Context: an optimization exercise on an open-source flow, tuned for small area and a short achievable clock period. The choices shown serve that exercise and are no tape-out recipe. No functional check of the RTL was part of this run. Power figures rest on the tool's default switching activity, not on a simulated workload.

**flow/run.sh**
```bash
#!/bin/bash
# synth_recipe.tcl (not shown) runs the flow's synth.tcl, then flattens the netlist and writes it again
# the make line also repeats each setting of config.mk as NAME=value (left out here)
make -C /OpenROAD-flow-scripts/flow DESIGN_CONFIG=/design/flow/config.mk WORK_HOME=/design/flow/orfs CLKGATE_MAP_FILE= SYNTH_SCRIPT=/design/flow/synth_recipe.tcl finish
```
**flow/config.mk**
```make
export PLATFORM = sky130hd
export DESIGN_NAME = parameterized_signed_alu
export DESIGN_NICKNAME = parameterized_signed_alu
export VERILOG_FILES = /design/flow/design.v
export SDC_FILE = /design/flow/constraint.sdc
export NUM_CORES = 4
export LEC_CHECK = 0
export ABC_AREA = 1
export CAP_MARGIN = 20
export CORE_MARGIN = 2
export CORE_UTILIZATION = 70
export SLEW_MARGIN = 20
export SYNTH_HIERARCHICAL = 1
export SYNTH_MINIMUM_KEEP_SIZE = 0
```
**flow/constraint.sdc**
```tcl
create_clock -name core_clock -period 85.0 [get_ports {clk}]
set_input_delay 17.0000 -clock core_clock [delete_from_list [all_inputs] [get_ports {clk}]]
set_output_delay 17.0000 -clock core_clock [all_outputs]
set_load 0.01 [all_outputs]
```
**flow/design.v**
```verilog
module decoder(
input [1:0]alu_fn,
output arith_enable,cmp_enable,logic_enable,shift_enable
);
assign arith_enable = (alu_fn == 2'b00);
assign logic_enable = (alu_fn == 2'b01);
assign cmp_enable   = (alu_fn == 2'b10);
assign shift_enable = (alu_fn == 2'b11);
endmodule
module alu_fa (input a, input b, input c, output s, output co);
  assign s  = a ^ b ^ c;
  assign co = (a & b) | (a & c) | (b & c);
endmodule
module alu_ha (input a, input b, output s, output co);
  assign s  = a ^ b;
  assign co = a & b;
endmodule
module logic_unit(
input [15:0] A,B,
input [1:0] alu_fn,
output [15:0] y
);
wire [15:0] t = alu_fn[0] ? (A | B) : (A & B);
assign y = t ^ {16{alu_fn[1]}};
endmodule
module cmp_unit(
input ge, diff_zero,
input [1:0] alu_fn,
output [1:0] y
);
wire eq = diff_zero;
wire gt = ge & ~diff_zero;
wire lt = ~ge;
assign y = (alu_fn == 2'b01) ? {1'b0, eq} :
           (alu_fn == 2'b10) ? {gt, 1'b0} :
           (alu_fn == 2'b11) ? {lt, lt}   : 2'b00;
endmodule
module shift_unit(
input [15:0] A,B,
input [1:0] alu_fn,
output [15:0] y
);
wire [15:0] x = alu_fn[1] ? B : A;
assign y = alu_fn[0] ? {x[14:0], 1'b0} : {1'b0, x[15:1]};
endmodule
module parameterized_signed_alu #(parameter in_data_width=16,out_data_width=16,arith_out_data_width=32)(
input signed [in_data_width-1:0]A,B,
input clk,rst,
input [3:0]alu_fn,
output shift_flag,arith_flag,logic_flag,cmp_flag,carry_out,
output [out_data_width-1:0]shift_out,logic_out,cmp_out,
output signed[arith_out_data_width-1:0] arith_out
);
localparam K0 = 6;               
localparam RW = 16 - K0;         
localparam DSW = 1 + 16 + RW + RW + K0;    
localparam WW = (DSW > 32) ? DSW : 32;
wire arith_en = (alu_fn[3:2] == 2'b00);
wire logic_en = (alu_fn[3:2] == 2'b01);
wire cmp_en   = (alu_fn[3:2] == 2'b10);
wire shift_en = (alu_fn[3:2] == 2'b11);
wire [16:0] sum;
wire ge;
wire ad_sub = alu_fn[0] | alu_fn[3];
  wire [16:0] ad_c;
  wire [15:0] ad_bb = B ^ {16{ad_sub}};
  assign ad_c[0] = ad_sub;
  genvar ad_i;
  generate for (ad_i = 0; ad_i < 16; ad_i = ad_i + 1) begin : ad_bt
    alu_fa ad_u_fa (.a(A[ad_i]), .b(ad_bb[ad_i]), .c(ad_c[ad_i]), .s(sum[ad_i]), .co(ad_c[ad_i+1]));
  end endgenerate
  assign sum[16] = A[15] ^ ad_bb[15] ^ ad_c[16];
  assign ge = ad_c[16];
wire [31:0] prod;
  wire [16:0] mu_bx = {B, 1'b0};
  wire [7:0] mu_one, mu_two, mu_neg;
  wire [16:0] mu_pp0;
  wire mu_ppn0 = ~mu_pp0[16];
  wire [16:0] mu_pp1;
  wire mu_ppn1 = ~mu_pp1[16];
  wire [16:0] mu_pp2;
  wire mu_ppn2 = ~mu_pp2[16];
  wire [16:0] mu_pp3;
  wire mu_ppn3 = ~mu_pp3[16];
  wire [16:0] mu_pp4;
  wire mu_ppn4 = ~mu_pp4[16];
  wire [16:0] mu_pp5;
  wire mu_ppn5 = ~mu_pp5[16];
  wire [16:0] mu_pp6;
  wire mu_ppn6 = ~mu_pp6[16];
  wire [16:0] mu_pp7;
  wire mu_ppn7 = ~mu_pp7[16];
  wire [16:0] mu_ax = {A[15], A};
  wire [17:0] mu_ax2 = {A[15], A, 1'b0};
  genvar mu_i;
  generate for (mu_i = 0; mu_i < 8; mu_i = mu_i + 1) begin : mu_enc
    assign mu_one[mu_i] = mu_bx[2*mu_i+1] ^ mu_bx[2*mu_i];
    assign mu_two[mu_i] = (mu_bx[2*mu_i+2] & ~mu_bx[2*mu_i+1] & ~mu_bx[2*mu_i]) | (~mu_bx[2*mu_i+2] & mu_bx[2*mu_i+1] & mu_bx[2*mu_i]);
    assign mu_neg[mu_i] = mu_bx[2*mu_i+2];
  end endgenerate
  assign mu_pp0 = ({17{mu_one[0]}} & mu_ax | {17{mu_two[0]}} & mu_ax2[16:0]) ^ {17{mu_neg[0]}};
  assign mu_pp1 = ({17{mu_one[1]}} & mu_ax | {17{mu_two[1]}} & mu_ax2[16:0]) ^ {17{mu_neg[1]}};
  assign mu_pp2 = ({17{mu_one[2]}} & mu_ax | {17{mu_two[2]}} & mu_ax2[16:0]) ^ {17{mu_neg[2]}};
  assign mu_pp3 = ({17{mu_one[3]}} & mu_ax | {17{mu_two[3]}} & mu_ax2[16:0]) ^ {17{mu_neg[3]}};
  assign mu_pp4 = ({17{mu_one[4]}} & mu_ax | {17{mu_two[4]}} & mu_ax2[16:0]) ^ {17{mu_neg[4]}};
  assign mu_pp5 = ({17{mu_one[5]}} & mu_ax | {17{mu_two[5]}} & mu_ax2[16:0]) ^ {17{mu_neg[5]}};
  assign mu_pp6 = ({17{mu_one[6]}} & mu_ax | {17{mu_two[6]}} & mu_ax2[16:0]) ^ {17{mu_neg[6]}};
  assign mu_pp7 = ({17{mu_one[7]}} & mu_ax | {17{mu_two[7]}} & mu_ax2[16:0]) ^ {17{mu_neg[7]}};
  wire mu_s1, mu_c2;
  alu_ha mu_u_s1 (.a(mu_pp0[10]), .b(mu_pp1[8]), .s(mu_s1), .co(mu_c2));
  wire mu_s3, mu_c4;
  alu_ha mu_u_s3 (.a(mu_pp0[11]), .b(mu_pp1[9]), .s(mu_s3), .co(mu_c4));
  wire mu_s5, mu_c6;
  alu_fa mu_u_s5 (.a(mu_pp0[12]), .b(mu_pp1[10]), .c(mu_pp2[8]), .s(mu_s5), .co(mu_c6));
  wire mu_s7, mu_c8;
  alu_ha mu_u_s7 (.a(mu_pp3[6]), .b(mu_pp4[4]), .s(mu_s7), .co(mu_c8));
  wire mu_s9, mu_c10;
  alu_fa mu_u_s9 (.a(mu_pp0[13]), .b(mu_pp1[11]), .c(mu_pp2[9]), .s(mu_s9), .co(mu_c10));
  wire mu_s11, mu_c12;
  alu_ha mu_u_s11 (.a(mu_pp3[7]), .b(mu_pp4[5]), .s(mu_s11), .co(mu_c12));
  wire mu_s13, mu_c14;
  alu_fa mu_u_s13 (.a(mu_pp0[14]), .b(mu_pp1[12]), .c(mu_pp2[10]), .s(mu_s13), .co(mu_c14));
  wire mu_s15, mu_c16;
  alu_fa mu_u_s15 (.a(mu_pp3[8]), .b(mu_pp4[6]), .c(mu_pp5[4]), .s(mu_s15), .co(mu_c16));
  wire mu_s17, mu_c18;
  alu_ha mu_u_s17 (.a(mu_pp6[2]), .b(mu_pp7[0]), .s(mu_s17), .co(mu_c18));
  wire mu_s19, mu_c20;
  alu_fa mu_u_s19 (.a(mu_pp0[15]), .b(mu_pp1[13]), .c(mu_pp2[11]), .s(mu_s19), .co(mu_c20));
  wire mu_s21, mu_c22;
  alu_fa mu_u_s21 (.a(mu_pp3[9]), .b(mu_pp4[7]), .c(mu_pp5[5]), .s(mu_s21), .co(mu_c22));
  wire mu_s23, mu_c24;
  alu_ha mu_u_s23 (.a(mu_pp6[3]), .b(mu_pp7[1]), .s(mu_s23), .co(mu_c24));
  wire mu_s25, mu_c26;
  alu_fa mu_u_s25 (.a(mu_ppn0), .b(mu_pp1[14]), .c(mu_pp2[12]), .s(mu_s25), .co(mu_c26));
  wire mu_s27, mu_c28;
  alu_fa mu_u_s27 (.a(mu_pp3[10]), .b(mu_pp4[8]), .c(mu_pp5[6]), .s(mu_s27), .co(mu_c28));
  wire mu_s29, mu_c30;
  alu_ha mu_u_s29 (.a(mu_pp6[4]), .b(~mu_pp7[2]), .s(mu_s29), .co(mu_c30));
  wire mu_s31, mu_c32;
  alu_fa mu_u_s31 (.a(mu_pp1[15]), .b(mu_pp2[13]), .c(mu_pp3[11]), .s(mu_s31), .co(mu_c32));
  wire mu_s33, mu_c34;
  alu_fa mu_u_s33 (.a(mu_pp4[9]), .b(mu_pp5[7]), .c(mu_pp6[5]), .s(mu_s33), .co(mu_c34));
  wire mu_s35, mu_c36;
  alu_ha mu_u_s35 (.a(mu_pp7[3]), .b(~mu_pp7[2]), .s(mu_s35), .co(mu_c36));
  wire mu_s37, mu_c38;
  alu_fa mu_u_s37 (.a(mu_ppn1), .b(mu_pp2[14]), .c(mu_pp3[12]), .s(mu_s37), .co(mu_c38));
  wire mu_s39, mu_c40;
  alu_fa mu_u_s39 (.a(mu_pp4[10]), .b(mu_pp5[8]), .c(mu_pp6[6]), .s(mu_s39), .co(mu_c40));
  wire mu_s41, mu_c42;
  alu_ha mu_u_s41 (.a(mu_pp7[4]), .b(mu_pp7[2]), .s(mu_s41), .co(mu_c42));
  wire mu_s43, mu_c44;
  alu_fa mu_u_s43 (.a(mu_pp2[15]), .b(mu_pp3[13]), .c(mu_pp4[11]), .s(mu_s43), .co(mu_c44));
  wire mu_s45, mu_c46;
  alu_ha mu_u_s45 (.a(mu_pp5[9]), .b(mu_pp6[7]), .s(mu_s45), .co(mu_c46));
  wire mu_s47, mu_c48;
  alu_fa mu_u_s47 (.a(mu_ppn2), .b(mu_pp3[14]), .c(mu_pp4[12]), .s(mu_s47), .co(mu_c48));
  wire mu_s49, mu_c50;
  alu_ha mu_u_s49 (.a(mu_pp5[10]), .b(mu_pp6[8]), .s(mu_s49), .co(mu_c50));
  wire mu_s51, mu_c52;
  alu_ha mu_u_s51 (.a(mu_pp3[15]), .b(mu_pp4[13]), .s(mu_s51), .co(mu_c52));
  wire mu_s53, mu_c54;
  alu_ha mu_u_s53 (.a(mu_ppn3), .b(mu_pp4[14]), .s(mu_s53), .co(mu_c54));
  wire mu_s55, mu_c56;
  alu_ha mu_u_s55 (.a(mu_pp0[6]), .b(mu_pp1[4]), .s(mu_s55), .co(mu_c56));
  wire mu_s57, mu_c58;
  alu_ha mu_u_s57 (.a(mu_pp0[7]), .b(mu_pp1[5]), .s(mu_s57), .co(mu_c58));
  wire mu_s59, mu_c60;
  alu_fa mu_u_s59 (.a(mu_pp0[8]), .b(mu_pp1[6]), .c(mu_pp2[4]), .s(mu_s59), .co(mu_c60));
  wire mu_s61, mu_c62;
  alu_ha mu_u_s61 (.a(mu_pp3[2]), .b(mu_pp4[0]), .s(mu_s61), .co(mu_c62));
  wire mu_s63, mu_c64;
  alu_fa mu_u_s63 (.a(mu_pp0[9]), .b(mu_pp1[7]), .c(mu_pp2[5]), .s(mu_s63), .co(mu_c64));
  wire mu_s65, mu_c66;
  alu_ha mu_u_s65 (.a(mu_pp3[3]), .b(mu_pp4[1]), .s(mu_s65), .co(mu_c66));
  wire mu_s67, mu_c68;
  alu_fa mu_u_s67 (.a(mu_s1), .b(mu_pp2[6]), .c(mu_pp3[4]), .s(mu_s67), .co(mu_c68));
  wire mu_s69, mu_c70;
  alu_fa mu_u_s69 (.a(mu_pp4[2]), .b(mu_pp5[0]), .c(mu_neg[5]), .s(mu_s69), .co(mu_c70));
  wire mu_s71, mu_c72;
  alu_fa mu_u_s71 (.a(mu_s3), .b(mu_pp2[7]), .c(mu_pp3[5]), .s(mu_s71), .co(mu_c72));
  wire mu_s73, mu_c74;
  alu_fa mu_u_s73 (.a(mu_pp4[3]), .b(mu_pp5[1]), .c(mu_c2), .s(mu_s73), .co(mu_c74));
  wire mu_s75, mu_c76;
  alu_fa mu_u_s75 (.a(mu_s5), .b(mu_s7), .c(mu_pp5[2]), .s(mu_s75), .co(mu_c76));
  wire mu_s77, mu_c78;
  alu_fa mu_u_s77 (.a(mu_pp6[0]), .b(mu_neg[6]), .c(mu_c4), .s(mu_s77), .co(mu_c78));
  wire mu_s79, mu_c80;
  alu_fa mu_u_s79 (.a(mu_s9), .b(mu_s11), .c(mu_pp5[3]), .s(mu_s79), .co(mu_c80));
  wire mu_s81, mu_c82;
  alu_fa mu_u_s81 (.a(mu_pp6[1]), .b(mu_c6), .c(mu_c8), .s(mu_s81), .co(mu_c82));
  wire mu_s83, mu_c84;
  alu_fa mu_u_s83 (.a(mu_s13), .b(mu_s15), .c(mu_s17), .s(mu_s83), .co(mu_c84));
  wire mu_s85, mu_c86;
  alu_fa mu_u_s85 (.a(mu_neg[7]), .b(mu_c10), .c(mu_c12), .s(mu_s85), .co(mu_c86));
  wire mu_s87, mu_c88;
  alu_fa mu_u_s87 (.a(mu_s19), .b(mu_s21), .c(mu_s23), .s(mu_s87), .co(mu_c88));
  wire mu_s89, mu_c90;
  alu_fa mu_u_s89 (.a(mu_c14), .b(mu_c16), .c(mu_c18), .s(mu_s89), .co(mu_c90));
  wire mu_s91, mu_c92;
  alu_fa mu_u_s91 (.a(mu_s25), .b(mu_s27), .c(mu_s29), .s(mu_s91), .co(mu_c92));
  wire mu_s93, mu_c94;
  alu_fa mu_u_s93 (.a(mu_c20), .b(mu_c22), .c(mu_c24), .s(mu_s93), .co(mu_c94));
  wire mu_s95, mu_c96;
  alu_fa mu_u_s95 (.a(mu_s31), .b(mu_s33), .c(mu_s35), .s(mu_s95), .co(mu_c96));
  wire mu_s97, mu_c98;
  alu_fa mu_u_s97 (.a(mu_c26), .b(mu_c28), .c(mu_c30), .s(mu_s97), .co(mu_c98));
  wire mu_s99, mu_c100;
  alu_fa mu_u_s99 (.a(mu_s37), .b(mu_s39), .c(mu_s41), .s(mu_s99), .co(mu_c100));
  wire mu_s101, mu_c102;
  alu_fa mu_u_s101 (.a(mu_c32), .b(mu_c34), .c(mu_c36), .s(mu_s101), .co(mu_c102));
  wire mu_s103, mu_c104;
  alu_fa mu_u_s103 (.a(mu_s43), .b(mu_s45), .c(~mu_pp7[5]), .s(mu_s103), .co(mu_c104));
  wire mu_s105, mu_c106;
  alu_fa mu_u_s105 (.a(mu_c38), .b(mu_c40), .c(mu_c42), .s(mu_s105), .co(mu_c106));
  wire mu_s107, mu_c108;
  alu_fa mu_u_s107 (.a(mu_s47), .b(mu_s49), .c(mu_pp7[6]), .s(mu_s107), .co(mu_c108));
  wire mu_s109, mu_c110;
  alu_fa mu_u_s109 (.a(mu_pp7[5]), .b(mu_c44), .c(mu_c46), .s(mu_s109), .co(mu_c110));
  wire mu_s111, mu_c112;
  alu_fa mu_u_s111 (.a(mu_s51), .b(mu_pp5[11]), .c(mu_pp6[9]), .s(mu_s111), .co(mu_c112));
  wire mu_s113, mu_c114;
  alu_fa mu_u_s113 (.a(~mu_pp7[7]), .b(mu_c48), .c(mu_c50), .s(mu_s113), .co(mu_c114));
  wire mu_s115, mu_c116;
  alu_fa mu_u_s115 (.a(mu_s53), .b(mu_pp5[12]), .c(mu_pp6[10]), .s(mu_s115), .co(mu_c116));
  wire mu_s117, mu_c118;
  alu_fa mu_u_s117 (.a(mu_pp7[8]), .b(mu_pp7[7]), .c(mu_c52), .s(mu_s117), .co(mu_c118));
  wire mu_s119, mu_c120;
  alu_fa mu_u_s119 (.a(mu_pp4[15]), .b(mu_pp5[13]), .c(mu_pp6[11]), .s(mu_s119), .co(mu_c120));
  wire mu_s121, mu_c122;
  alu_ha mu_u_s121 (.a(~mu_pp7[9]), .b(mu_c54), .s(mu_s121), .co(mu_c122));
  wire mu_s123, mu_c124;
  alu_fa mu_u_s123 (.a(mu_ppn4), .b(mu_pp5[14]), .c(mu_pp6[12]), .s(mu_s123), .co(mu_c124));
  wire mu_s125, mu_c126;
  alu_ha mu_u_s125 (.a(mu_pp7[10]), .b(mu_pp7[9]), .s(mu_s125), .co(mu_c126));
  wire mu_s127, mu_c128;
  alu_ha mu_u_s127 (.a(mu_pp5[15]), .b(mu_pp6[13]), .s(mu_s127), .co(mu_c128));
  wire mu_s129, mu_c130;
  alu_ha mu_u_s129 (.a(mu_ppn5), .b(mu_pp6[14]), .s(mu_s129), .co(mu_c130));
  wire mu_s131, mu_c132;
  alu_ha mu_u_s131 (.a(mu_pp0[4]), .b(mu_pp1[2]), .s(mu_s131), .co(mu_c132));
  wire mu_s133, mu_c134;
  alu_ha mu_u_s133 (.a(mu_pp0[5]), .b(mu_pp1[3]), .s(mu_s133), .co(mu_c134));
  wire mu_s135, mu_c136;
  alu_fa mu_u_s135 (.a(mu_s55), .b(mu_pp2[2]), .c(mu_pp3[0]), .s(mu_s135), .co(mu_c136));
  wire mu_s137, mu_c138;
  alu_fa mu_u_s137 (.a(mu_s57), .b(mu_pp2[3]), .c(mu_pp3[1]), .s(mu_s137), .co(mu_c138));
  wire mu_s139, mu_c140;
  alu_fa mu_u_s139 (.a(mu_s59), .b(mu_s61), .c(mu_neg[4]), .s(mu_s139), .co(mu_c140));
  wire mu_s141, mu_c142;
  alu_fa mu_u_s141 (.a(mu_s63), .b(mu_s65), .c(mu_c60), .s(mu_s141), .co(mu_c142));
  wire mu_s143, mu_c144;
  alu_fa mu_u_s143 (.a(mu_s67), .b(mu_s69), .c(mu_c64), .s(mu_s143), .co(mu_c144));
  wire mu_s145, mu_c146;
  alu_fa mu_u_s145 (.a(mu_s71), .b(mu_s73), .c(mu_c68), .s(mu_s145), .co(mu_c146));
  wire mu_s147, mu_c148;
  alu_fa mu_u_s147 (.a(mu_s75), .b(mu_s77), .c(mu_c72), .s(mu_s147), .co(mu_c148));
  wire mu_s149, mu_c150;
  alu_fa mu_u_s149 (.a(mu_s79), .b(mu_s81), .c(mu_c76), .s(mu_s149), .co(mu_c150));
  wire mu_s151, mu_c152;
  alu_fa mu_u_s151 (.a(mu_s83), .b(mu_s85), .c(mu_c80), .s(mu_s151), .co(mu_c152));
  wire mu_s153, mu_c154;
  alu_fa mu_u_s153 (.a(mu_s87), .b(mu_s89), .c(mu_c84), .s(mu_s153), .co(mu_c154));
  wire mu_s155, mu_c156;
  alu_fa mu_u_s155 (.a(mu_s91), .b(mu_s93), .c(mu_c88), .s(mu_s155), .co(mu_c156));
  wire mu_s157, mu_c158;
  alu_fa mu_u_s157 (.a(mu_s95), .b(mu_s97), .c(mu_c92), .s(mu_s157), .co(mu_c158));
  wire mu_s159, mu_c160;
  alu_fa mu_u_s159 (.a(mu_s99), .b(mu_s101), .c(mu_c96), .s(mu_s159), .co(mu_c160));
  wire mu_s161, mu_c162;
  alu_fa mu_u_s161 (.a(mu_s103), .b(mu_s105), .c(mu_c100), .s(mu_s161), .co(mu_c162));
  wire mu_s163, mu_c164;
  alu_fa mu_u_s163 (.a(mu_s107), .b(mu_s109), .c(mu_c104), .s(mu_s163), .co(mu_c164));
  wire mu_s165, mu_c166;
  alu_fa mu_u_s165 (.a(mu_s111), .b(mu_s113), .c(mu_c108), .s(mu_s165), .co(mu_c166));
  wire mu_s167, mu_c168;
  alu_fa mu_u_s167 (.a(mu_s115), .b(mu_s117), .c(mu_c112), .s(mu_s167), .co(mu_c168));
  wire mu_s169, mu_c170;
  alu_fa mu_u_s169 (.a(mu_s119), .b(mu_s121), .c(mu_c116), .s(mu_s169), .co(mu_c170));
  wire mu_s171, mu_c172;
  alu_fa mu_u_s171 (.a(mu_s123), .b(mu_s125), .c(mu_c120), .s(mu_s171), .co(mu_c172));
  wire mu_s173, mu_c174;
  alu_fa mu_u_s173 (.a(mu_s127), .b(~mu_pp7[11]), .c(mu_c124), .s(mu_s173), .co(mu_c174));
  wire mu_s175, mu_c176;
  alu_fa mu_u_s175 (.a(mu_s129), .b(mu_pp7[12]), .c(mu_pp7[11]), .s(mu_s175), .co(mu_c176));
  wire mu_s177, mu_c178;
  alu_ha mu_u_s177 (.a(mu_pp6[15]), .b(~mu_pp7[13]), .s(mu_s177), .co(mu_c178));
  wire mu_s179, mu_c180;
  alu_ha mu_u_s179 (.a(mu_ppn6), .b(mu_pp7[14]), .s(mu_s179), .co(mu_c180));
  wire mu_s181, mu_c182;
  alu_ha mu_u_s181 (.a(mu_pp0[2]), .b(mu_pp1[0]), .s(mu_s181), .co(mu_c182));
  wire mu_s183, mu_c184;
  alu_ha mu_u_s183 (.a(mu_pp0[3]), .b(mu_pp1[1]), .s(mu_s183), .co(mu_c184));
  wire mu_s185, mu_c186;
  alu_fa mu_u_s185 (.a(mu_s131), .b(mu_pp2[0]), .c(mu_neg[2]), .s(mu_s185), .co(mu_c186));
  wire mu_s187, mu_c188;
  alu_fa mu_u_s187 (.a(mu_s133), .b(mu_pp2[1]), .c(mu_c132), .s(mu_s187), .co(mu_c188));
  wire mu_s189, mu_c190;
  alu_fa mu_u_s189 (.a(mu_s135), .b(mu_neg[3]), .c(mu_c134), .s(mu_s189), .co(mu_c190));
  wire mu_s191, mu_c192;
  alu_fa mu_u_s191 (.a(mu_s137), .b(mu_c56), .c(mu_c136), .s(mu_s191), .co(mu_c192));
  wire mu_s193, mu_c194;
  alu_fa mu_u_s193 (.a(mu_s139), .b(mu_c58), .c(mu_c138), .s(mu_s193), .co(mu_c194));
  wire mu_s195, mu_c196;
  alu_fa mu_u_s195 (.a(mu_s141), .b(mu_c62), .c(mu_c140), .s(mu_s195), .co(mu_c196));
  wire mu_s197, mu_c198;
  alu_fa mu_u_s197 (.a(mu_s143), .b(mu_c66), .c(mu_c142), .s(mu_s197), .co(mu_c198));
  wire mu_s199, mu_c200;
  alu_fa mu_u_s199 (.a(mu_s145), .b(mu_c70), .c(mu_c144), .s(mu_s199), .co(mu_c200));
  wire mu_s201, mu_c202;
  alu_fa mu_u_s201 (.a(mu_s147), .b(mu_c74), .c(mu_c146), .s(mu_s201), .co(mu_c202));
  wire mu_s203, mu_c204;
  alu_fa mu_u_s203 (.a(mu_s149), .b(mu_c78), .c(mu_c148), .s(mu_s203), .co(mu_c204));
  wire mu_s205, mu_c206;
  alu_fa mu_u_s205 (.a(mu_s151), .b(mu_c82), .c(mu_c150), .s(mu_s205), .co(mu_c206));
  wire mu_s207, mu_c208;
  alu_fa mu_u_s207 (.a(mu_s153), .b(mu_c86), .c(mu_c152), .s(mu_s207), .co(mu_c208));
  wire mu_s209, mu_c210;
  alu_fa mu_u_s209 (.a(mu_s155), .b(mu_c90), .c(mu_c154), .s(mu_s209), .co(mu_c210));
  wire mu_s211, mu_c212;
  alu_fa mu_u_s211 (.a(mu_s157), .b(mu_c94), .c(mu_c156), .s(mu_s211), .co(mu_c212));
  wire mu_s213, mu_c214;
  alu_fa mu_u_s213 (.a(mu_s159), .b(mu_c98), .c(mu_c158), .s(mu_s213), .co(mu_c214));
  wire mu_s215, mu_c216;
  alu_fa mu_u_s215 (.a(mu_s161), .b(mu_c102), .c(mu_c160), .s(mu_s215), .co(mu_c216));
  wire mu_s217, mu_c218;
  alu_fa mu_u_s217 (.a(mu_s163), .b(mu_c106), .c(mu_c162), .s(mu_s217), .co(mu_c218));
  wire mu_s219, mu_c220;
  alu_fa mu_u_s219 (.a(mu_s165), .b(mu_c110), .c(mu_c164), .s(mu_s219), .co(mu_c220));
  wire mu_s221, mu_c222;
  alu_fa mu_u_s221 (.a(mu_s167), .b(mu_c114), .c(mu_c166), .s(mu_s221), .co(mu_c222));
  wire mu_s223, mu_c224;
  alu_fa mu_u_s223 (.a(mu_s169), .b(mu_c118), .c(mu_c168), .s(mu_s223), .co(mu_c224));
  wire mu_s225, mu_c226;
  alu_fa mu_u_s225 (.a(mu_s171), .b(mu_c122), .c(mu_c170), .s(mu_s225), .co(mu_c226));
  wire mu_s227, mu_c228;
  alu_fa mu_u_s227 (.a(mu_s173), .b(mu_c126), .c(mu_c172), .s(mu_s227), .co(mu_c228));
  wire mu_s229, mu_c230;
  alu_fa mu_u_s229 (.a(mu_s175), .b(mu_c128), .c(mu_c174), .s(mu_s229), .co(mu_c230));
  wire mu_s231, mu_c232;
  alu_fa mu_u_s231 (.a(mu_s177), .b(mu_c130), .c(mu_c176), .s(mu_s231), .co(mu_c232));
  wire mu_s233, mu_c234;
  alu_fa mu_u_s233 (.a(mu_s179), .b(mu_pp7[13]), .c(mu_c178), .s(mu_s233), .co(mu_c234));
  wire mu_s235, mu_c236;
  alu_ha mu_u_s235 (.a(~mu_pp7[15]), .b(mu_c180), .s(mu_s235), .co(mu_c236));
  wire mu_s237, mu_c238;
  alu_ha mu_u_s237 (.a(mu_ppn7), .b(mu_pp7[15]), .s(mu_s237), .co(mu_c238));
  wire mu_s239, mu_c240;
  alu_ha mu_u_s239 (.a(mu_pp0[0]), .b(mu_neg[0]), .s(mu_s239), .co(mu_c240));
  wire mu_s241, mu_c242;
  alu_ha mu_u_s241 (.a(mu_pp0[1]), .b(mu_c240), .s(mu_s241), .co(mu_c242));
  wire mu_s243, mu_c244;
  alu_fa mu_u_s243 (.a(mu_s181), .b(mu_neg[1]), .c(mu_c242), .s(mu_s243), .co(mu_c244));
  wire mu_s245, mu_c246;
  alu_fa mu_u_s245 (.a(mu_s183), .b(mu_c182), .c(mu_c244), .s(mu_s245), .co(mu_c246));
  wire mu_s247, mu_c248;
  alu_fa mu_u_s247 (.a(mu_s185), .b(mu_c184), .c(mu_c246), .s(mu_s247), .co(mu_c248));
  wire mu_s249, mu_c250;
  alu_fa mu_u_s249 (.a(mu_s187), .b(mu_c186), .c(mu_c248), .s(mu_s249), .co(mu_c250));
  wire mu_s251, mu_c252;
  alu_fa mu_u_s251 (.a(mu_s189), .b(mu_c188), .c(mu_c250), .s(mu_s251), .co(mu_c252));
  wire mu_s253, mu_c254;
  alu_fa mu_u_s253 (.a(mu_s191), .b(mu_c190), .c(mu_c252), .s(mu_s253), .co(mu_c254));
  wire mu_s255, mu_c256;
  alu_fa mu_u_s255 (.a(mu_s193), .b(mu_c192), .c(mu_c254), .s(mu_s255), .co(mu_c256));
  wire mu_s257, mu_c258;
  alu_fa mu_u_s257 (.a(mu_s195), .b(mu_c194), .c(mu_c256), .s(mu_s257), .co(mu_c258));
  wire mu_s259, mu_c260;
  alu_fa mu_u_s259 (.a(mu_s197), .b(mu_c196), .c(mu_c258), .s(mu_s259), .co(mu_c260));
  wire mu_s261, mu_c262;
  alu_fa mu_u_s261 (.a(mu_s199), .b(mu_c198), .c(mu_c260), .s(mu_s261), .co(mu_c262));
  wire mu_s263, mu_c264;
  alu_fa mu_u_s263 (.a(mu_s201), .b(mu_c200), .c(mu_c262), .s(mu_s263), .co(mu_c264));
  wire mu_s265, mu_c266;
  alu_fa mu_u_s265 (.a(mu_s203), .b(mu_c202), .c(mu_c264), .s(mu_s265), .co(mu_c266));
  wire mu_s267, mu_c268;
  alu_fa mu_u_s267 (.a(mu_s205), .b(mu_c204), .c(mu_c266), .s(mu_s267), .co(mu_c268));
  wire mu_s269, mu_c270;
  alu_fa mu_u_s269 (.a(mu_s207), .b(mu_c206), .c(mu_c268), .s(mu_s269), .co(mu_c270));
  wire mu_s271, mu_c272;
  alu_fa mu_u_s271 (.a(mu_s209), .b(mu_c208), .c(mu_c270), .s(mu_s271), .co(mu_c272));
  wire mu_s273, mu_c274;
  alu_fa mu_u_s273 (.a(mu_s211), .b(mu_c210), .c(mu_c272), .s(mu_s273), .co(mu_c274));
  wire mu_s275, mu_c276;
  alu_fa mu_u_s275 (.a(mu_s213), .b(mu_c212), .c(mu_c274), .s(mu_s275), .co(mu_c276));
  wire mu_s277, mu_c278;
  alu_fa mu_u_s277 (.a(mu_s215), .b(mu_c214), .c(mu_c276), .s(mu_s277), .co(mu_c278));
  wire mu_s279, mu_c280;
  alu_fa mu_u_s279 (.a(mu_s217), .b(mu_c216), .c(mu_c278), .s(mu_s279), .co(mu_c280));
  wire mu_s281, mu_c282;
  alu_fa mu_u_s281 (.a(mu_s219), .b(mu_c218), .c(mu_c280), .s(mu_s281), .co(mu_c282));
  wire mu_s283, mu_c284;
  alu_fa mu_u_s283 (.a(mu_s221), .b(mu_c220), .c(mu_c282), .s(mu_s283), .co(mu_c284));
  wire mu_s285, mu_c286;
  alu_fa mu_u_s285 (.a(mu_s223), .b(mu_c222), .c(mu_c284), .s(mu_s285), .co(mu_c286));
  wire mu_s287, mu_c288;
  alu_fa mu_u_s287 (.a(mu_s225), .b(mu_c224), .c(mu_c286), .s(mu_s287), .co(mu_c288));
  wire mu_s289, mu_c290;
  alu_fa mu_u_s289 (.a(mu_s227), .b(mu_c226), .c(mu_c288), .s(mu_s289), .co(mu_c290));
  wire mu_s291, mu_c292;
  alu_fa mu_u_s291 (.a(mu_s229), .b(mu_c228), .c(mu_c290), .s(mu_s291), .co(mu_c292));
  wire mu_s293, mu_c294;
  alu_fa mu_u_s293 (.a(mu_s231), .b(mu_c230), .c(mu_c292), .s(mu_s293), .co(mu_c294));
  wire mu_s295, mu_c296;
  alu_fa mu_u_s295 (.a(mu_s233), .b(mu_c232), .c(mu_c294), .s(mu_s295), .co(mu_c296));
  wire mu_s297, mu_c298;
  alu_fa mu_u_s297 (.a(mu_s235), .b(mu_c234), .c(mu_c296), .s(mu_s297), .co(mu_c298));
  wire mu_s299, mu_c300;
  alu_fa mu_u_s299 (.a(mu_s237), .b(mu_c236), .c(mu_c298), .s(mu_s299), .co(mu_c300));
  assign prod = {(1'b1 ^ mu_c238 ^ mu_c300), mu_s299, mu_s297, mu_s295, mu_s293, mu_s291, mu_s289, mu_s287, mu_s285, mu_s283, mu_s281, mu_s279, mu_s277, mu_s275, mu_s273, mu_s271, mu_s269, mu_s267, mu_s265, mu_s263, mu_s261, mu_s259, mu_s257, mu_s255, mu_s253, mu_s251, mu_s249, mu_s247, mu_s245, mu_s243, mu_s241, mu_s239};
wire [15:0] alo, blo;
assign alo[0] = 1'b0;
assign blo[0] = 1'b0;
genvar gi;
generate for (gi = 1; gi < 16; gi = gi + 1) begin : absg
    assign alo[gi] = alo[gi-1] | A[gi-1];
    assign blo[gi] = blo[gi-1] | B[gi-1];
end endgenerate
wire [15:0] ua = A ^ ({16{A[15]}} & alo);
wire [15:0] ub = B ^ ({16{B[15]}} & blo);
wire [16:0] nzab1;
assign nzab1[16] = 1'b0;
generate for (gi = 15; gi >= 0; gi = gi - 1) begin : nz1g
    assign nzab1[gi] = nzab1[gi+1] | ub[gi];
end endgenerate
wire b_nz = nzab1[0];
wire [15:K0] q1;
wire [RW-1:0] r1;
  wire [15:0] d1_nd = ~ub;
  wire [0:0] d1_x15 = {ua[15]};
  wire [1:0] d1_c15;
  assign d1_c15[0] = 1'b1;
  assign d1_c15[1:1] = (d1_x15 & d1_nd[0:0]) | ((d1_x15 ^ d1_nd[0:0]) & d1_c15[0:0]);
  assign q1[15] = d1_c15[1] & ~nzab1[1];
  wire [1:0] d1_x14 = {d1_x15 ^ ({1{q1[15]}} & (d1_nd[0:0] ^ d1_c15[0:0])), ua[14]};
  wire [2:0] d1_c14;
  assign d1_c14[0] = 1'b1;
  assign d1_c14[2:1] = (d1_x14 & d1_nd[1:0]) | ((d1_x14 ^ d1_nd[1:0]) & d1_c14[1:0]);
  assign q1[14] = d1_c14[2] & ~nzab1[2];
  wire [2:0] d1_x13 = {d1_x14 ^ ({2{q1[14]}} & (d1_nd[1:0] ^ d1_c14[1:0])), ua[13]};
  wire [3:0] d1_c13;
  assign d1_c13[0] = 1'b1;
  assign d1_c13[3:1] = (d1_x13 & d1_nd[2:0]) | ((d1_x13 ^ d1_nd[2:0]) & d1_c13[2:0]);
  assign q1[13] = d1_c13[3] & ~nzab1[3];
  wire [3:0] d1_x12 = {d1_x13 ^ ({3{q1[13]}} & (d1_nd[2:0] ^ d1_c13[2:0])), ua[12]};
  wire [4:0] d1_c12;
  assign d1_c12[0] = 1'b1;
  assign d1_c12[4:1] = (d1_x12 & d1_nd[3:0]) | ((d1_x12 ^ d1_nd[3:0]) & d1_c12[3:0]);
  assign q1[12] = d1_c12[4] & ~nzab1[4];
  wire [4:0] d1_x11 = {d1_x12 ^ ({4{q1[12]}} & (d1_nd[3:0] ^ d1_c12[3:0])), ua[11]};
  wire [5:0] d1_c11;
  assign d1_c11[0] = 1'b1;
  assign d1_c11[5:1] = (d1_x11 & d1_nd[4:0]) | ((d1_x11 ^ d1_nd[4:0]) & d1_c11[4:0]);
  assign q1[11] = d1_c11[5] & ~nzab1[5];
  wire [5:0] d1_x10 = {d1_x11 ^ ({5{q1[11]}} & (d1_nd[4:0] ^ d1_c11[4:0])), ua[10]};
  wire [6:0] d1_c10;
  assign d1_c10[0] = 1'b1;
  assign d1_c10[6:1] = (d1_x10 & d1_nd[5:0]) | ((d1_x10 ^ d1_nd[5:0]) & d1_c10[5:0]);
  assign q1[10] = d1_c10[6] & ~nzab1[6];
  wire [6:0] d1_x9 = {d1_x10 ^ ({6{q1[10]}} & (d1_nd[5:0] ^ d1_c10[5:0])), ua[9]};
  wire [7:0] d1_c9;
  assign d1_c9[0] = 1'b1;
  assign d1_c9[7:1] = (d1_x9 & d1_nd[6:0]) | ((d1_x9 ^ d1_nd[6:0]) & d1_c9[6:0]);
  assign q1[9] = d1_c9[7] & ~nzab1[7];
  wire [7:0] d1_x8 = {d1_x9 ^ ({7{q1[9]}} & (d1_nd[6:0] ^ d1_c9[6:0])), ua[8]};
  wire [8:0] d1_c8;
  assign d1_c8[0] = 1'b1;
  assign d1_c8[8:1] = (d1_x8 & d1_nd[7:0]) | ((d1_x8 ^ d1_nd[7:0]) & d1_c8[7:0]);
  assign q1[8] = d1_c8[8] & ~nzab1[8];
  wire [8:0] d1_x7 = {d1_x8 ^ ({8{q1[8]}} & (d1_nd[7:0] ^ d1_c8[7:0])), ua[7]};
  wire [9:0] d1_c7;
  assign d1_c7[0] = 1'b1;
  assign d1_c7[9:1] = (d1_x7 & d1_nd[8:0]) | ((d1_x7 ^ d1_nd[8:0]) & d1_c7[8:0]);
  assign q1[7] = d1_c7[9] & ~nzab1[9];
  wire [9:0] d1_x6 = {d1_x7 ^ ({9{q1[7]}} & (d1_nd[8:0] ^ d1_c7[8:0])), ua[6]};
  wire [10:0] d1_c6;
  assign d1_c6[0] = 1'b1;
  assign d1_c6[10:1] = (d1_x6 & d1_nd[9:0]) | ((d1_x6 ^ d1_nd[9:0]) & d1_c6[9:0]);
  assign q1[6] = d1_c6[10] & ~nzab1[10];
  assign r1 = d1_x6 ^ ({10{q1[6]}} & (d1_nd[9:0] ^ d1_c6[9:0]));
wire [DSW-1:0] ds = {A[15] ^ B[15], ub, r1, q1, ua[K0-1:0]};
wire [15:0] lres = (alu_fn[0] ? (A | B) : (A & B)) ^ {16{alu_fn[1]}};
wire [15:0] sx = alu_fn[1] ? B : A;
wire [15:0] sres = alu_fn[0] ? {sx[14:0], 1'b0} : {1'b0, sx[15:1]};
wire eq = (sum[15:0] == 16'd0);
wire [1:0] cres = (alu_fn[1:0] == 2'b01) ? {1'b0, eq} :
                  (alu_fn[1:0] == 2'b10) ? {ge & ~eq, 1'b0} :
                  (alu_fn[1:0] == 2'b11) ? {~ge, ~ge} : 2'b00;
reg [31:0] aval;
always @(*) begin
    case (alu_fn[1:0])
        2'b00, 2'b01: aval = {{15{sum[16]}}, sum};
        2'b10:        aval = prod;
        default:      aval = ds[31:0] & {32{b_nz}};
    endcase
end
wire [15:0] olo = alu_fn[3] ? {sres[15:2], (alu_fn[2] ? sres[1:0] : cres)}
                            : (alu_fn[2] ? lres : aval[15:0]);
wire [WW-1:0] w_d;
generate if (WW > 32) begin : wx
    assign w_d = {ds[WW-1:32], aval[31:16], olo};
end else begin : wn
    assign w_d = {aval[31:16], olo};
end endgenerate
wire div_sel = arith_en & (alu_fn[1:0] == 2'b11) & b_nz;
reg [WW-1:0] w;
reg f_an, f_div, f_logic, f_cmp, f_shift;
always @(posedge clk) w <= w_d;
always @(posedge clk, negedge rst) begin
    if (!rst) begin
        f_an <= 1'b0; f_div <= 1'b0; f_logic <= 1'b0; f_cmp <= 1'b0; f_shift <= 1'b0;
    end else begin
        f_an    <= arith_en & ~div_sel;
        f_div   <= div_sel;
        f_logic <= logic_en;
        f_cmp   <= cmp_en;
        f_shift <= shift_en;
    end
end
wire [DSW-1:0] dr = w[DSW-1:0];
wire        d_sgn = dr[DSW-1];
wire [15:0] d_d   = dr[DSW-2 -: 16];
wire [RW-1:0] d_r = dr[2*RW+K0-1 -: RW];
wire [RW-1:0] d_q = dr[RW+K0-1 -: RW];
wire [K0-1:0] d_a = dr[K0-1:0];
wire [16:0] nzab2;
assign nzab2[16] = 1'b0;
generate for (gi = 15; gi >= 0; gi = gi - 1) begin : nz2g
    assign nzab2[gi] = nzab2[gi+1] | d_d[gi];
end endgenerate
wire [K0-1:0] q2;
wire [15:0] d_ax = {{(16-K0){1'b0}}, d_a};
  wire [15:0] d2_nd = ~d_d;
  wire [10:0] d2_x5 = {d_r, d_ax[5]};
  wire [11:0] d2_c5;
  assign d2_c5[0] = 1'b1;
  assign d2_c5[11:1] = (d2_x5 & d2_nd[10:0]) | ((d2_x5 ^ d2_nd[10:0]) & d2_c5[10:0]);
  assign q2[5] = d2_c5[11] & ~nzab2[11];
  wire [11:0] d2_x4 = {d2_x5 ^ ({11{q2[5]}} & (d2_nd[10:0] ^ d2_c5[10:0])), d_ax[4]};
  wire [12:0] d2_c4;
  assign d2_c4[0] = 1'b1;
  assign d2_c4[12:1] = (d2_x4 & d2_nd[11:0]) | ((d2_x4 ^ d2_nd[11:0]) & d2_c4[11:0]);
  assign q2[4] = d2_c4[12] & ~nzab2[12];
  wire [12:0] d2_x3 = {d2_x4 ^ ({12{q2[4]}} & (d2_nd[11:0] ^ d2_c4[11:0])), d_ax[3]};
  wire [13:0] d2_c3;
  assign d2_c3[0] = 1'b1;
  assign d2_c3[13:1] = (d2_x3 & d2_nd[12:0]) | ((d2_x3 ^ d2_nd[12:0]) & d2_c3[12:0]);
  assign q2[3] = d2_c3[13] & ~nzab2[13];
  wire [13:0] d2_x2 = {d2_x3 ^ ({13{q2[3]}} & (d2_nd[12:0] ^ d2_c3[12:0])), d_ax[2]};
  wire [14:0] d2_c2;
  assign d2_c2[0] = 1'b1;
  assign d2_c2[14:1] = (d2_x2 & d2_nd[13:0]) | ((d2_x2 ^ d2_nd[13:0]) & d2_c2[13:0]);
  assign q2[2] = d2_c2[14] & ~nzab2[14];
  wire [14:0] d2_x1 = {d2_x2 ^ ({14{q2[2]}} & (d2_nd[13:0] ^ d2_c2[13:0])), d_ax[1]};
  wire [15:0] d2_c1;
  assign d2_c1[0] = 1'b1;
  assign d2_c1[15:1] = (d2_x1 & d2_nd[14:0]) | ((d2_x1 ^ d2_nd[14:0]) & d2_c1[14:0]);
  assign q2[1] = d2_c1[15] & ~nzab2[15];
  wire [15:0] d2_x0 = {d2_x1 ^ ({15{q2[1]}} & (d2_nd[14:0] ^ d2_c1[14:0])), d_ax[0]};
  wire [16:0] d2_c0;
  assign d2_c0[0] = 1'b1;
  assign d2_c0[16:1] = (d2_x0 & d2_nd[15:0]) | ((d2_x0 ^ d2_nd[15:0]) & d2_c0[15:0]);
  assign q2[0] = d2_c0[16] & ~nzab2[16];
wire [15:0] quo = {d_q, q2};
wire [16:0] qlo;
assign qlo[1] = 1'b0;
generate for (gi = 2; gi < 17; gi = gi + 1) begin : qlog
    assign qlo[gi] = qlo[gi-1] | quo[gi-1];
end endgenerate
wire [31:0] divres;
assign divres[0] = quo[0];
generate for (gi = 1; gi < 16; gi = gi + 1) begin : qfxg
    assign divres[gi] = quo[gi] ^ (d_sgn & (quo[0] | qlo[gi]));
end endgenerate
assign divres[31:16] = {16{d_sgn & (quo[0] | qlo[16])}};
assign arith_out = ({32{f_an}} & w[31:0]) | ({32{f_div}} & divres);
assign carry_out = arith_out[16];
assign arith_flag = f_an | f_div;
assign logic_flag = f_logic;
assign cmp_flag = f_cmp;
assign shift_flag = f_shift;
assign logic_out = {16{f_logic}} & w[15:0];
assign shift_out = {16{f_shift}} & w[15:0];
assign cmp_out = {14'd0, {2{f_cmp}} & w[1:0]};
endmodule
```
==> metrics.csv <==
stage;metric;value;unit
run_status;status;no timing/DRC/antenna violations;
clocking;hold_buffers;0;
synth;synth.distinct_cells;54;
placed_design;hpwl;39200;um
cells_and_area;nets;2594;
synth;netlist_area;15800;um^2
worst_setup_path;cp.required;85.16;ns
clocking;max-clock-path-buffers;2;
synth;async_flop_share;10.4;%
worst_setup_path;crit_top_cell;a21oi_1;
routing;via_per_inst;6.21;
routing;drc;0;
floorplanning;row_count;55;
global_route;grt-ovfl-total;0;
floorplanning;die_h;154;um
routing;num_vias;15800;
placed_design;placed_cells;2546;
floorplanning;die_x;154;um
synth;synthCells;2242;
synth;synth-seq-cells;48;
clocking;postCtsSetupRepairBufs;0;
power;p_leak;8.60;nW
clocking;h-tree-depth;2;
global_route;grt_max_degree;67;
placed_design;port_buffers;108;
global_route;grt_pass1_wl;81800;um
clocking;clock-root-buffer;clkbuf_16;
synth;yosysWarnings;7;
hold_path;min_path_type;in -> async;
synth;ys.flop_type;dfxtp_1;
floorplanning;io_pins;123;
sta;clock.fmax;26.1;MHz
global_route;grt_pass1_vias;15800;
clocking;post_cts_resized;0;
synth;synth_simple_gate_area_share;20.4;%
clocking;cts_tree;yes;
routing;drtPass1Iterations;6;
synth;synth_xor_area_share;19.6;%
routing;drt_iter0_drc;1741;
cells_and_area;stdcell_count;2554;
sta;tns;0;ns
global_route;grtUsageTotal;43.1;%
synth;synthMuxAreaShare;0;%
power;peakVddDrop;86.6;uV
cells_and_area;nFillCells;1764;
placed_design;gp_congestion;0.993;
cells_and_area;antennaDiodeCount;0;
synth;synth_edf_count;0;
clocking;cts_made_buffers;5;
clocking;clk_pin_slew;0.07;ns
sta;post-route-min-period;38.37;ns
worst_setup_path;cp_slowest_cell;clkinv_1;
sta;tightest_slew;1.14;ns
worst_setup_path;critical_path_arrival;38.53;ns
sta;setup_viol_count_final;0;
sta;final_max_slew_viol_count;0;
routing;wl;51500;um
synth;syn_avg_cell_area;7.06;um^2
sta;post-route-period-util;45.1;%
worst_setup_path;critPathKind;in -> reg;
clocking;clock_sinks;48;
cells_and_area;drive_above_1_share;4.23;%
sta;rsz0062_at_grt;no;
synth;synthAdderAreaFrac;29.2;%
worst_setup_path;crit_path_end_kind;flop;
worst_setup_path;max_stage_delay;0.77;ns
synth;synth_top_family_by_area;adder cells;
floorplanning;initial_core_util;70.5;%
power;power.density;36.2;nW/um^2
worst_setup_path;worstSetupStartpointType;input pin;
synth;synth_compound_area_share;14.3;%
flow_run;drv_cap;0;
floorplanning;core_area;22400;um^2
cells_and_area;area_growth;8.01;%
routing;post_drt_wl_per_cell;20.2;um
worst_setup_path;worstPathMaxFanout;26;
sta;relSlewSlack;24.2;%
synth;seq_area_frac_synth;6.23;%
routing;antenna_left;0;
global_route;antenna_found_initial;0;
floorplanning;die_area;23800;um^2
sta;final_hold_viol_count;0;
[routing by layer]
| layer | global-route usage [%] | routed length, um | up-vias |
|---|---|---|---|
| met1 | 52.6 | 19000 | 7327 |
| li1 | - | - | 7220 |
| met2 | 71.7 | 23700 | 1039 |
| met3 | 7.68 | 5580 | 262 |
| met5 | 0 | 0 | - |
| met4 | 25.1 | 3180 | 0 |
[area by class of cell]
type                            instances  area (um^2)  share of cell area [%]
Multi-Input combinational cell       1799        13300                    77.6
Timing Repair Buffer                  136         1290                    7.53
Inverter                              278         1050                    6.12
Sequential cell                        48          986                    5.77
Tap cell                              285          357                    2.09
Clock buffer                            5          125                   0.732
Clock inverter                          3         21.3                   0.124
[power breakdown]
group	switching (mW)	leakage [nW]	internal [mW]
logic	0.331	8.10	0.225
registers	0.0123	0.427	0.0293
clock network	0.00901	0.0702	0.0110
total	0.353	8.60	0.265
[worst max-delay path, delay by kind of cell]
family                     cells  cell delay [ns]
xor gates and xnor gates       7             1.62
and+or+nand+nor               26             3.15
buffers and inverters         23             3.55
adders and majority gates      9             2.55
AOI/OAI and AO/OA             49            10.56
[sequential cells by signal (all words and copies together) (netlist names)]
register	cells
w	43
f_logic	1
f_an	1
f_cmp	1
f_div	1
f_shift	1
[modules after synthesis, one instance, submodules excluded]
module,cell area (um^2),flops+latches,times used
alu_ha,12.5,0,31
parameterized_signed_alu,12700,48,1
alu_fa,20.0,0,135
[stage by stage]
stage                     setup slack [ns]  area [um^2]  hold WS (ns)  total power, mW  utilization, %
after floorplan                      51.61        15900         16.70            0.409               -
after global routing                 44.70        17100         16.96            0.675            76.2
after detailed placement             46.90        16900         17.26            0.580            75.5
final                                46.63        17100         16.95            0.618            76.2
after global placement               47.35        16900         17.26            0.561            75.5
after CTS                            47.09        17100         16.94            0.603            76.2
[cell usage after synthesis (all sizes together), types with 19 or more instances]
| library cell | number | share of area, % |
|---|---|---|
| a21oi | 96 | 3.1 |
| buf | 43 | 1.5 |
| clkbuf | 86 | 2.0 |
| clkinv | 19 | 0.47 |
| dfxtp | 43 | 5.4 |
| fa | 135 | 17 |
| ha | 153 | 12 |
| inv | 259 | 6.1 |
| nand2 | 480 | 12 |
| nand3 | 67 | 2.3 |
| nor2 | 196 | 5.1 |
| o211ai | 23 | 1.1 |
| o21ai | 86 | 2.9 |
| o22ai | 122 | 4.8 |
| xor2 | 329 | 19 |
[cells by family after synthesis]
| logic type | after synthesis |
|---|---|
| adder cells (fa/ha/maj) | 288 |
| AO/OA/AOI/OAI | 374 |
| AND/OR/NAND/NOR | 778 |
| buffers and inverters | 408 |
| flip-flops | 48 |
| XOR/XNOR | 345 |
| other | 1 |
[worst paths after layout]
| path | slack (ns) | startpoint | cells after the start | endpoint |
|---|---|---|---|---|
| hold / removal | 16.95 | rst | 1 | f_cmp |
| min in group core_clock | 17.51 | alu_fn[1] | 5 | w[14] |
| max in group asynchronous | 67.79 | rst | 1 | f_an |
| setup / recovery | 46.63 | B[15] | 114 | w[6] |
[cells in the final DEF (no fill, tap or decap), types with 43 or more instances in the layout]
cell	count
a21oi_1	94
clkdlybuf4s50_1	107
dfxtp_1	43
fa_1	135
ha_1	153
inv_1	250
nand2_1	474
nand3_1	62
nor2_1	179
o21ai_0	66
o22ai_1	122
xor2_1	322

separate check: timing with driven ports:
No port has a modelled driver above. Below, the same layout with a new extraction and two added sets of constraints.
Step 1, drivers: a clkbuf_16 drives clk and a buf_2 each remaining input, both assumed.
Step 2 also shifts input and output timing later by t, the mid clock arrival at the registers, as if the neighbouring blocks saw the same clock.
a / b / c = no drivers / after step 1 / after step 2; a / b = the first two.
t (ns): 0.331
slack for setup (ns): 46.628 / 46.650 / 46.319
worst setup path after step 2: input to register
clock arrival spread, ns: 0.017 / 0.017
cell pins on the clock port's net: 1
After both steps this run still meets setup and hold. The setup slack of this run moves by +0.022 ns with the drivers and by -0.309 ns with both steps.
